This design comes from an exercise in tuning for small area and a short achievable clock period on the open sky130 flow, not from production work. RTL that was checked went through simulation tests only; none was proved equivalent to the original. No driver is modelled on the clock port, so clocking that relies on it looks cheaper here than on a real chip.

## the reference run
==> flow/design.v <==
module g_inv(input a, output y);
    assign y = ~a;
endmodule
module g_nand3(input a, input b, input c, output y);
    assign y = ~(a & b & c);
endmodule
module g_nand4(input a, input b, input c, input d, output y);
    assign y = ~(a & b & c & d);
endmodule
module g_aoi22(input a1, input a2, input b1, input b2, output y);
    assign y = ~((a1 & a2) | (b1 & b2));
endmodule
module g_oai22(input a1, input a2, input b1, input b2, output y);
    assign y = ~((a1 | a2) & (b1 | b2));
endmodule
module g_and2(input a, input b, output y);
    assign y = a & b;
endmodule
module g_ao22(input a1, input a2, input b1, input b2, output y);
    assign y = (a1 & a2) | (b1 & b2);
endmodule
module g_nor2(input a, input b, output y);
    assign y = ~(a | b);
endmodule
module g_oa211(input a1, input a2, input b, input c, output y);
    assign y = (a1 | a2) & b & c;
endmodule
module dec_lo(input [2:0] a, output [7:0] lo_n, output [7:0] lo);
    wire [2:0] an;
    genvar k;
    generate
        for (k = 0; k < 3; k = k + 1) begin : i
            g_inv m(.a(a[k]), .y(an[k]));
        end
        for (k = 0; k < 8; k = k + 1) begin : d
            g_nand3 m(.a(k & 1 ? a[0] : an[0]), .b(k & 2 ? a[1] : an[1]),
                      .c(k & 4 ? a[2] : an[2]), .y(lo_n[k]));
            g_inv   v(.a(lo_n[k]), .y(lo[k]));
        end
    endgenerate
endmodule
module dec_hi(input [2:0] a, input enable, input read_write,
              output [7:0] hi_n, output [7:0] hw_n, output rd);
    wire [2:0] an;
    wire       en_n, wr;
    g_inv  ie(.a(enable), .y(en_n));
    g_nor2 r(.a(en_n), .b(read_write), .y(rd));
    g_and2 w(.a(enable), .b(read_write), .y(wr));
    genvar k;
    generate
        for (k = 0; k < 3; k = k + 1) begin : i
            g_inv m(.a(a[k]), .y(an[k]));
        end
        for (k = 0; k < 8; k = k + 1) begin : d
            g_nand4 h(.a(rd), .b(k & 1 ? a[0] : an[0]), .c(k & 2 ? a[1] : an[1]),
                      .d(k & 4 ? a[2] : an[2]), .y(hi_n[k]));
            g_nand4 v(.a(wr), .b(k & 1 ? a[0] : an[0]), .c(k & 2 ? a[1] : an[1]),
                      .d(k & 4 ? a[2] : an[2]), .y(hw_n[k]));
        end
    endgenerate
endmodule
module rd_grp(input [7:0] d, input [7:0] sel, output y);
    wire [3:0] z;
    g_aoi22 o0(.a1(d[0]), .a2(sel[0]), .b1(d[1]), .b2(sel[1]), .y(z[0]));
    g_aoi22 o1(.a1(d[2]), .a2(sel[2]), .b1(d[3]), .b2(sel[3]), .y(z[1]));
    g_aoi22 o2(.a1(d[4]), .a2(sel[4]), .b1(d[5]), .b2(sel[5]), .y(z[2]));
    g_aoi22 o3(.a1(d[6]), .a2(sel[6]), .b1(d[7]), .b2(sel[7]), .y(z[3]));
    g_nand4 n(.a(z[0]), .b(z[1]), .c(z[2]), .d(z[3]), .y(y));
endmodule
module rd_col(input [7:0] g, input [7:0] sel_n, input rd, input q, output y);
    wire [3:0] z;
    wire [1:0] p;
    g_oai22 o0(.a1(g[0]), .a2(sel_n[0]), .b1(g[1]), .b2(sel_n[1]), .y(z[0]));
    g_oai22 o1(.a1(g[2]), .a2(sel_n[2]), .b1(g[3]), .b2(sel_n[3]), .y(z[1]));
    g_oai22 o2(.a1(g[4]), .a2(sel_n[4]), .b1(g[5]), .b2(sel_n[5]), .y(z[2]));
    g_oai22 o3(.a1(g[6]), .a2(sel_n[6]), .b1(g[7]), .b2(sel_n[7]), .y(z[3]));
    g_nor2 n0(.a(z[0]), .b(z[1]), .y(p[0]));
    g_nor2 n1(.a(z[2]), .b(z[3]), .y(p[1]));
    g_oa211 f(.a1(q), .a2(rd), .b(p[0]), .c(p[1]), .y(y));
endmodule
module memory_design(output reg [7:0] data_output, input [7:0] data_input, input [5:0] address, input enable, read_write, clk);
    wire [7:0] lo_n [0:3];
    wire [7:0] lo   [0:3];
    wire [7:0] hi_n, hw_n;
    wire       rd;
    dec_hi dh(.a(address[5:3]), .enable(enable), .read_write(read_write),
              .hi_n(hi_n), .hw_n(hw_n), .rd(rd));
    wire [7:0] word [0:63];
    wire [7:0] grp  [0:7];
    wire [7:0] nxt;
    genvar i, j, b;
    generate
        for (j = 0; j < 4; j = j + 1) begin : dl
            dec_lo m(.a(address[2:0]), .lo_n(lo_n[j]), .lo(lo[j]));
        end
        for (i = 0; i < 64; i = i + 1) begin : w
            reg  [7:0] q;
            wire [7:0] d;
            wire       we, we_n;
            g_nor2 e(.a(hw_n[i/8]), .b(lo_n[i/16][i%8]), .y(we));
            g_inv  n(.a(we), .y(we_n));
            for (b = 0; b < 8; b = b + 1) begin : s
                g_ao22 m(.a1(data_input[b]), .a2(we), .b1(q[b]), .b2(we_n), .y(d[b]));
            end
            always @(posedge clk)
                q <= d;
            assign word[i] = q;
        end
        for (j = 0; j < 8; j = j + 1) begin : g
            for (b = 0; b < 8; b = b + 1) begin : c
                rd_grp m(.d({word[8*j+7][b], word[8*j+6][b], word[8*j+5][b], word[8*j+4][b],
                             word[8*j+3][b], word[8*j+2][b], word[8*j+1][b], word[8*j][b]}),
                         .sel(lo[j/2]), .y(grp[j][b]));
            end
        end
        for (b = 0; b < 8; b = b + 1) begin : r
            rd_col m(.g({grp[7][b], grp[6][b], grp[5][b], grp[4][b],
                         grp[3][b], grp[2][b], grp[1][b], grp[0][b]}),
                     .sel_n(hi_n), .rd(rd), .q(data_output[b]), .y(nxt[b]));
        end
    endgenerate
    always @(posedge clk)
        data_output <= nxt;
endmodule
export LEC_CHECK = 0
export CAP_MARGIN = 20
export CORE_MARGIN = 2
export CORE_UTILIZATION = 60
export CTS_CLUSTER_DIAMETER = 100
export CTS_CLUSTER_SIZE = 30
export SETUP_SLACK_MARGIN = 1.5
export SLEW_MARGIN = 20
export SYNTH_HIERARCHICAL = 1
create_clock -name core_clock -period 3.0 [get_ports {clk}]
standard.sh (not shown) runs the stock make flow with config.mk's settings and CLKGATE_MAP_FILE= SYNTH_SCRIPT=/design/flow/synth_recipe.tcl, a recipe that flattens the netlist after the stock synthesis.
==> flow/flow/run.sh <==
#!/bin/bash
# The standard layout with these changes:
# - the port buffers are buf_4 cells, not the resizer's default pick (a slow
#   delay buffer);
# - before floorplanning, combinational cells are set back to drive 1
#   (downsize.tcl), leaving their sizing to the flow's timing repairs;
# - the steps that size or insert cells don't use delay or low-power cells
#   (dontuse.tcl).
# Tool output goes to std.log.
F=$PWD/flow
bash standard.sh 'BUFFER_PORTS_ARGS=-buffer_cell sky130_fd_sc_hd__buf_4' \
  "PRE_FLOORPLAN_TCL=$F/pre_floorplan.tcl" \
  "PRE_GLOBAL_PLACE_TCL=$F/dontuse.tcl" \
  "PRE_RESIZE_TCL=$F/dontuse.tcl" \
  "PRE_DETAIL_PLACE_TCL=$F/dontuse.tcl" \
  "PRE_CTS_TCL=$F/dontuse.tcl" \
  "PRE_GLOBAL_ROUTE_TCL=$F/dontuse.tcl" \
  "PRE_REPAIR_TIMING_POST_PLACE_TCL=$F/dontuse.tcl" \
  finish > std.log 2>&1
==> flow/flow/dontuse.tcl <==
# Keep the timing repairs from picking slow delay and low-power cells for
# logic and port buffers.
set_dont_use {sky130_fd_sc_hd__clkinvlp_* sky130_fd_sc_hd__clkdlybuf4s* sky130_fd_sc_hd__dlygate* sky130_fd_sc_hd__dlymetal*}
==> flow/flow/downsize.tcl <==
# Before floorplanning: set every combinational cell that synthesis sized up
# back to its smallest (drive 1) variant of the same footprint; the timing
# repairs later in the flow size up what the layout's timing needs.
set db [ord::get_db]
set n 0
foreach inst [[ord::get_db_block] getInsts] {
  set name [[$inst getMaster] getName]
  if {![regexp {^(sky130_fd_sc_hd__[a-z0-9]+)_([0-9]+)$} $name -> base drive]} { continue }
  if {$drive == 1} { continue }
  if {[regexp {__(df|edf|sdf|sedf|dl|conb|tap|fill|decap|buf|clkbuf|clkdly|dlygate|dlymetal)} $base]} { continue }
  set m [$db findMaster ${base}_1]
  if {$m eq "NULL" || $m eq ""} { continue }
  $inst swapMaster $m
  incr n
}
puts "downsize.tcl: set $n cells to drive 1"
==> flow/flow/pre_floorplan.tcl <==
source [file join [file dirname [info script]] dontuse.tcl]
source [file join [file dirname [info script]] downsize.tcl]
The reference run closes out successfully: all stages finished, all timing, DRC and antenna checks passed.
Changes in the trial run relative to the reference run:
diff --git a/flow/design.v b/flow/design.v
--- a/flow/design.v
+++ b/flow/design.v
@@ -12,12 +12,6 @@
 endmodule
 module g_oai22(input a1, input a2, input b1, input b2, output y);
     assign y = ~((a1 | a2) & (b1 | b2));
-endmodule
-module g_and2(input a, input b, output y);
-    assign y = a & b;
-endmodule
-module g_ao22(input a1, input a2, input b1, input b2, output y);
-    assign y = (a1 & a2) | (b1 & b2);
 endmodule
 module g_nor2(input a, input b, output y);
     assign y = ~(a | b);
@@ -41,23 +35,11 @@
 endmodule
 module dec_hi(input [2:0] a, input enable, input read_write,
               output [7:0] hi_n, output [7:0] hw_n, output rd);
-    wire [2:0] an;
-    wire       en_n, wr;
-    g_inv  ie(.a(enable), .y(en_n));
-    g_nor2 r(.a(en_n), .b(read_write), .y(rd));
-    g_and2 w(.a(enable), .b(read_write), .y(wr));
-    genvar k;
-    generate
-        for (k = 0; k < 3; k = k + 1) begin : i
-            g_inv m(.a(a[k]), .y(an[k]));
-        end
-        for (k = 0; k < 8; k = k + 1) begin : d
-            g_nand4 h(.a(rd), .b(k & 1 ? a[0] : an[0]), .c(k & 2 ? a[1] : an[1]),
-                      .d(k & 4 ? a[2] : an[2]), .y(hi_n[k]));
-            g_nand4 v(.a(wr), .b(k & 1 ? a[0] : an[0]), .c(k & 2 ? a[1] : an[1]),
-                      .d(k & 4 ? a[2] : an[2]), .y(hw_n[k]));
-        end
-    endgenerate
+    wire wr = enable & read_write;
+    assign rd = enable & ~read_write;
+    wire [7:0] hi = 8'b1 << a;
+    assign hi_n = ~(hi & {8{rd}});
+    assign hw_n = ~(hi & {8{wr}});
 endmodule
 module rd_grp(input [7:0] d, input [7:0] sel, output y);
     wire [3:0] z;
@@ -67,7 +49,7 @@
     g_aoi22 o3(.a1(d[6]), .a2(sel[6]), .b1(d[7]), .b2(sel[7]), .y(z[3]));
     g_nand4 n(.a(z[0]), .b(z[1]), .c(z[2]), .d(z[3]), .y(y));
 endmodule
-module rd_col(input [7:0] g, input [7:0] sel_n, input rd, input q, output y);
+module rd_col(input [7:0] g, input [7:0] sel_n, input rd, input q, output y, output yf);
     wire [3:0] z;
     wire [1:0] p;
     g_oai22 o0(.a1(g[0]), .a2(sel_n[0]), .b1(g[1]), .b2(sel_n[1]), .y(z[0]));
@@ -77,6 +59,7 @@
     g_nor2 n0(.a(z[0]), .b(z[1]), .y(p[0]));
     g_nor2 n1(.a(z[2]), .b(z[3]), .y(p[1]));
     g_oa211 f(.a1(q), .a2(rd), .b(p[0]), .c(p[1]), .y(y));
+    g_oa211 h(.a1(q), .a2(rd), .b(p[0]), .c(p[1]), .y(yf));
 endmodule
 module memory_design(output reg [7:0] data_output, input [7:0] data_input, input [5:0] address, input enable, read_write, clk);
     wire [7:0] lo_n [0:3];
@@ -87,23 +70,18 @@
               .hi_n(hi_n), .hw_n(hw_n), .rd(rd));
     wire [7:0] word [0:63];
     wire [7:0] grp  [0:7];
-    wire [7:0] nxt;
+    wire [7:0] nxt, nxt_fb;
+    reg  [7:0] fb;       
     genvar i, j, b;
     generate
         for (j = 0; j < 4; j = j + 1) begin : dl
             dec_lo m(.a(address[2:0]), .lo_n(lo_n[j]), .lo(lo[j]));
         end
         for (i = 0; i < 64; i = i + 1) begin : w
-            reg  [7:0] q;
-            wire [7:0] d;
-            wire       we, we_n;
-            g_nor2 e(.a(hw_n[i/8]), .b(lo_n[i/16][i%8]), .y(we));
-            g_inv  n(.a(we), .y(we_n));
-            for (b = 0; b < 8; b = b + 1) begin : s
-                g_ao22 m(.a1(data_input[b]), .a2(we), .b1(q[b]), .b2(we_n), .y(d[b]));
-            end
+            reg [7:0] q;
             always @(posedge clk)
-                q <= d;
+                if (~(hw_n[i/8] | lo_n[i/16][i%8]))
+                    q <= data_input;
             assign word[i] = q;
         end
         for (j = 0; j < 8; j = j + 1) begin : g
@@ -116,9 +94,11 @@
         for (b = 0; b < 8; b = b + 1) begin : r
             rd_col m(.g({grp[7][b], grp[6][b], grp[5][b], grp[4][b],
                          grp[3][b], grp[2][b], grp[1][b], grp[0][b]}),
-                     .sel_n(hi_n), .rd(rd), .q(data_output[b]), .y(nxt[b]));
+                     .sel_n(hi_n), .rd(rd), .q(fb[b]), .y(nxt[b]), .yf(nxt_fb[b]));
         end
     endgenerate
-    always @(posedge clk)
+    always @(posedge clk) begin
         data_output <= nxt;
+        fb          <= nxt_fb;
+    end
 endmodule
## What came out
Comparing the reference run and the trial run, the higher multi-input gate share of the layout cell area is on the reference run.
The trial run ended with less final cell count than the reference run.
Relative to the reference run, the hold slack of the trial run is higher by 0.0080 ns.
Worst setup slack after layout for the trial run: 0.034 ns up relative to the reference run
The trial run | stages: all done | timing, DRC, antenna: all pass
The higher buffer count from post-CTS setup fixing of the reference run and the trial run is in the trial run.
Higher wire length was reported by the reference run, not the trial run.
As of the trial run, met1 routed wirelength after detailed routing had fallen by more than 10% compared to the reference run.
Going from the reference run to the trial run, number of tap cells inserted +6, effective utilization at floorplan now sits at about the same level, die span in y saw an increase.
Shortest clock period the worst path allows after layout: lower on the trial run
Against the reference run, the trial run reports a worst slack at placement that is lower.
For the trial run, only the layout was checked, not whether the RTL still works.

## afterwards: timing with drivers on the ports
No port has a modelled driver above. Below, the same layouts with a new extraction and two added sets of constraints.
Step 1: set_driving_cell puts a clkbuf_16 on clk and a buf_2 on each other input, an assumption about the parent block.
Step 2, shift: input delay + t, output delay - t, t = (earliest + latest rising clock arrival at the registers) / 2. This alone moves slack from input paths to output paths.
a / b / c = ideal / step 1 / step 2; a / b = the first two.
run	t, ns	slack for setup (ns)	worst data-port slew with drivers (ns)
the reference run	0.599	1.315 / 1.259 / 0.695	0.24
the trial run	0.612	1.349 / 1.237 / 0.625	0.28
After both steps every run listed still meets setup and hold. For the trial run, which loses most, drivers alone change the setup slack by -0.112 ns; drivers and shift together by -0.724 ns.
